Background: an optimization exercise with open tools, aiming at small area. Do not read the settings as production practice. Only simulation tests tie the RTL to the original design; equivalence was not proved.

Setup of job 5873:
==> module oq_queue, before the edit <==
module oq_queue
  #(parameter Q = 0)
   (
    input             clk,
    input             reset,
    input             wr_en,       
    input             mwr_en,      
    input [63:0]      din_data,
    input [2:0]       din_nb,      
    input             din_last,
    input [31:0]      din_user,
    input             tready,
    output [63:0]     tdata,
    output [7:0]      tstrb,
    output            tlast,
    output [31:0]     tuser,
    output            tvalid,
    output            prog_full,   
    output            meta_nf,     
    output            pkt_removed,
    output [31:0]     bytes_removed
    );
   localparam DROWS = 17;
   localparam MROWS = 5;
   reg [4:0] depth;     
   reg       empty;     
   wire      inner_empty = (depth == 5'd0);
   wire      rd_en = tready & ~empty;
   wire      fifo_rd = ~inner_empty & (empty | rd_en);
   always @(posedge clk) begin
      if (reset) begin
         depth <= 5'd0;
         empty <= 1'b1;
      end
      else begin
         depth <= depth + {4'd0, wr_en} - {4'd0, fifo_rd};
         if (empty | rd_en) empty <= inner_empty;
      end
   end
   assign prog_full = depth[4] | depth[3];
   assign tvalid = ~empty;
   reg [64:0] dmem [0:DROWS-1];
   reg [64:0] drd;
   integer r;
   always @(posedge clk)
      if (wr_en) begin
         dmem[0] <= {din_last, din_data};
         for (r = 1; r < DROWS; r = r + 1)
            dmem[r] <= dmem[r-1];
      end
   always @(*) begin
      drd = 65'd0;
      for (r = 0; r < DROWS; r = r + 1)
         drd = drd | (dmem[r] & {65{depth == r}});
   end
   assign tdata = drd[63:0];
   assign tlast = drd[64];
   localparam NROWS = 6;
   reg [2:0] nbmem [0:NROWS-1];
   reg [2:0] pkts;
   reg [2:0] nb;
   wire      last_wr = wr_en & din_last;
   always @(posedge clk) begin
      if (last_wr) begin
         nbmem[0] <= din_nb;
         for (r = 1; r < NROWS; r = r + 1)
            nbmem[r] <= nbmem[r-1];
      end
      if (reset)
         pkts <= 3'd0;
      else
         pkts <= pkts + {2'd0, last_wr} - {2'd0, rd_en & tlast};
   end
   always @(*) begin
      nb = 3'd0;
      for (r = 0; r < NROWS; r = r + 1)
         nb = nb | (nbmem[r] & {3{pkts == r + 1}});
   end
   assign tstrb = tlast ? {nb == 3'd7, nb >= 3'd6, nb >= 3'd5, nb >= 3'd4,
                           nb >= 3'd3, nb >= 3'd2, nb >= 3'd1, 1'b1}
                        : 8'hff;
   reg [2:0] mdepth;    
   reg       mempty;
   reg       in_pkt;    
   wire      mrd_en = rd_en & ~in_pkt;
   wire      minner_empty = (mdepth == 3'd0);
   wire      mfifo_rd = ~minner_empty & (mempty | mrd_en);
   always @(posedge clk) begin
      if (reset) begin
         mdepth <= 3'd0;
         mempty <= 1'b1;
         in_pkt <= 1'b0;
      end
      else begin
         mdepth <= mdepth + {2'd0, mwr_en} - {2'd0, mfifo_rd};
         if (mempty | mrd_en) mempty <= minner_empty;
         if (rd_en) in_pkt <= ~tlast;
      end
   end
   assign meta_nf = (mdepth >= 3'd3);
   reg [31:0] mmem [0:MROWS-1];
   reg [31:0] mrd;
   integer k;
   always @(posedge clk)
      if (mwr_en) begin
         mmem[0] <= din_user;
         for (k = 1; k < MROWS; k = k + 1)
            mmem[k] <= mmem[k-1];
      end
   always @(*) begin
      mrd = 32'd0;
      for (k = 0; k < MROWS; k = k + 1)
         mrd = mrd | (mmem[k] & {32{mdepth == k}});
   end
   generate
      if (Q < 4) begin : known_dst
         assign tuser = mrd | (32'd1 << (24 + 2*Q));
      end
      else begin : any_dst
         assign tuser = mrd;
      end
   endgenerate
   assign pkt_removed = mrd_en;
   assign bytes_removed = {16'd0, mrd[15:0] & {16{mrd_en}}};
endmodule
Settings: LEC_CHECK=0, CAP_MARGIN=0, CORE_MARGIN=2, CORE_UTILIZATION=45, SLEW_MARGIN=0; clock period 5.0 ns.
standard.sh (not shown) runs the stock make flow with config.mk's settings and CLKGATE_MAP_FILE= SYNTH_SCRIPT=/design/flow/synth_recipe.tcl, a recipe that flattens the netlist after the stock synthesis.
==> flow/flow/run.sh <==
#!/bin/bash
# Layout flow: the standard ORFS flow (standard.sh) with these changes.
#  * Synthesis: the standard flow's synthesis script (synth_recipe.tcl) unchanged, except
#    that the final ABC technology mapping uses an area-oriented script
#    (flow/area.abc) instead of ORFS's speed script. Registers are mapped by
#    dfflibmap before ABC runs, so they are the standard synthesis's.
#  * Port buffers: every input and output port still gets a buffer, but a
#    buf_1 rather than the cell buffer_ports picks by itself.
#  * CTS: no dummy loads; clusters of at most 18 sinks driven by clkbuf_8.
# Each tool's output goes to the ORFS logs under orfs/logs; make's output goes
# to flow.log in this folder.
set -euo pipefail
HERE=$(pwd)
sed -e "s#@ABC_SCRIPT@#$HERE/flow/area.abc#" flow/synth.tcl > synth_area.tcl
bash standard.sh SYNTH_SCRIPT=$HERE/synth_area.tcl \
  "BUFFER_PORTS_ARGS=-buffer_cell sky130_fd_sc_hd__buf_1" \
  "CTS_ARGS=-sink_clustering_enable -repair_clock_nets -dont_use_dummy_load -sink_clustering_size 18 -sink_clustering_max_diameter 50 -buf_list {sky130_fd_sc_hd__clkbuf_8}" \
  finish > flow.log 2>&1
==> flow/flow/area.abc <==
&get -n
&st
&dch
&nf -R 1000 -F 8 -A 8 -C 32
&put
==> flow/flow/synth.tcl <==
# synth_recipe.tcl with the ABC mapping script replaced.
proc synth {args} { yosys synth -nofsm -noshare {*}$args }
proc abc {args} {
  set i [lsearch -exact $args -script]
  if {$i >= 0} { lset args [expr {$i + 1}] @ABC_SCRIPT@ }
  yosys abc {*}$args
}
source $::env(SCRIPTS_DIR)/synth.tcl
# left out here: clear keep_hierarchy, flatten, clean up, hide names made inside functions, write 1_2_yosys.v
### job 5873 -> job 3292
--- a/flow/design.v
+++ b/flow/design.v
@@ -26,17 +26,21 @@
    reg [4:0] depth;     
    reg       empty;     
    wire      inner_empty = (depth == 5'd0);
    wire      rd_en = tready & ~empty;
    wire      fifo_rd = ~inner_empty & (empty | rd_en);
+   wire [4:0]       depth_n = depth + {4'd0, wr_en} - {4'd0, fifo_rd};
+   reg [DROWS-1:0]  dsel;
    always @(posedge clk) begin
       if (reset) begin
          depth <= 5'd0;
+         dsel  <= {{DROWS-1{1'b0}}, 1'b1};
          empty <= 1'b1;
       end
       else begin
-         depth <= depth + {4'd0, wr_en} - {4'd0, fifo_rd};
+         depth <= depth_n;
+         dsel  <= {{DROWS-1{1'b0}}, 1'b1} << depth_n;
          if (empty | rd_en) empty <= inner_empty;
       end
    end
    assign prog_full = depth[4] | depth[3];
    assign tvalid = ~empty;
@@ -50,52 +54,63 @@
             dmem[r] <= dmem[r-1];
       end
    always @(*) begin
       drd = 65'd0;
       for (r = 0; r < DROWS; r = r + 1)
-         drd = drd | (dmem[r] & {65{depth == r}});
+         drd = drd | (dmem[r] & {65{dsel[r]}});
    end
    assign tdata = drd[63:0];
    assign tlast = drd[64];
    localparam NROWS = 6;
    reg [2:0] nbmem [0:NROWS-1];
    reg [2:0] pkts;
+   reg [NROWS-1:0] psel;    
    reg [2:0] nb;
    wire      last_wr = wr_en & din_last;
+   wire [2:0] pkts_n = pkts + {2'd0, last_wr} - {2'd0, rd_en & tlast};
+   wire [NROWS:0] pkts_oh = {{NROWS{1'b0}}, 1'b1} << pkts_n;
    always @(posedge clk) begin
       if (last_wr) begin
          nbmem[0] <= din_nb;
          for (r = 1; r < NROWS; r = r + 1)
             nbmem[r] <= nbmem[r-1];
       end
-      if (reset)
+      if (reset) begin
          pkts <= 3'd0;
-      else
-         pkts <= pkts + {2'd0, last_wr} - {2'd0, rd_en & tlast};
+         psel <= {NROWS{1'b0}};
+      end
+      else begin
+         pkts <= pkts_n;
+         psel <= pkts_oh[NROWS:1];
+      end
    end
    always @(*) begin
       nb = 3'd0;
       for (r = 0; r < NROWS; r = r + 1)
-         nb = nb | (nbmem[r] & {3{pkts == r + 1}});
+         nb = nb | (nbmem[r] & {3{psel[r]}});
    end
    assign tstrb = tlast ? {nb == 3'd7, nb >= 3'd6, nb >= 3'd5, nb >= 3'd4,
                            nb >= 3'd3, nb >= 3'd2, nb >= 3'd1, 1'b1}
                         : 8'hff;
    reg [2:0] mdepth;    
    reg       mempty;
    reg       in_pkt;    
    wire      mrd_en = rd_en & ~in_pkt;
    wire      minner_empty = (mdepth == 3'd0);
    wire      mfifo_rd = ~minner_empty & (mempty | mrd_en);
+   wire [2:0]       mdepth_n = mdepth + {2'd0, mwr_en} - {2'd0, mfifo_rd};
+   reg [MROWS-1:0]  msel;    
    always @(posedge clk) begin
       if (reset) begin
          mdepth <= 3'd0;
+         msel   <= {{MROWS-1{1'b0}}, 1'b1};
          mempty <= 1'b1;
          in_pkt <= 1'b0;
       end
       else begin
-         mdepth <= mdepth + {2'd0, mwr_en} - {2'd0, mfifo_rd};
+         mdepth <= mdepth_n;
+         msel   <= {{MROWS-1{1'b0}}, 1'b1} << mdepth_n;
          if (mempty | mrd_en) mempty <= minner_empty;
          if (rd_en) in_pkt <= ~tlast;
       end
    end
    assign meta_nf = (mdepth >= 3'd3);
@@ -109,11 +124,11 @@
             mmem[k] <= mmem[k-1];
       end
    always @(*) begin
       mrd = 32'd0;
       for (k = 0; k < MROWS; k = k + 1)
-         mrd = mrd | (mmem[k] & {32{mdepth == k}});
+         mrd = mrd | (mmem[k] & {32{msel[k]}});
    end
    generate
       if (Q < 4) begin : known_dst
          assign tuser = mrd | (32'd1 << (24 + 2*Q));
       end
[summary]
Re post-CTS setup repair buffer count: job 3292 is 6 down on job 5873.
Worst slew slack as a fraction of its limit in job 3292 is 1.5 points above job 5873.
The more densely filled core belongs to job 5873, not job 3292.
When the final numbers for job 3292 and job 5873 were put side by side, the area after synthesis turned out to be greater in job 3292.
Job 3292 vs. job 5873: pin count of the biggest net entering global routing picked up an extra 1.3%, met3 usage in global routing fell 1.1 points, vias after detailed routing now sits lower, synthesized cell count saw an increase, worst slack at placement went up by 0.34 ns.
Taking job 5873 as the reference, in job 3292 wire length reported by the detailed router decreased about 1.5%, final instance count without filler cells roughly the same, mean post-synth cell area has increased, number of optimization iterations in the first detailed-route pass dropped 4.
Job 3292 ends up with a sequential share of layout area that is 0.90 points higher than in job 5873.

-- what the ideal ports hide --
The flow's constraints put no driver on any port. The routed layouts listed below were extracted and timed again, unchanged, in two steps. Step 1 sets driving cells, clkbuf_16 on the clock port and buf_2 on the other inputs (assumed; they add their load-dependent delay and slew). Step 2 also shifts input and output timing later by t, the mid clock arrival at the registers, as if the neighbouring blocks saw the same clock. Slacks: no drivers / after step 1 / after step 2; pairs: no drivers / after step 1.
run	t, ns	setup slack, ns	slew at the worst register clock pin (ns)
job 5873	1.308	0.120 / -0.005 / 0.275	0.11 / 0.11
job 3292	1.359	0.144 / 0.009 / 0.280	0.11 / 0.11
After both steps setup and hold are still met in every run listed.
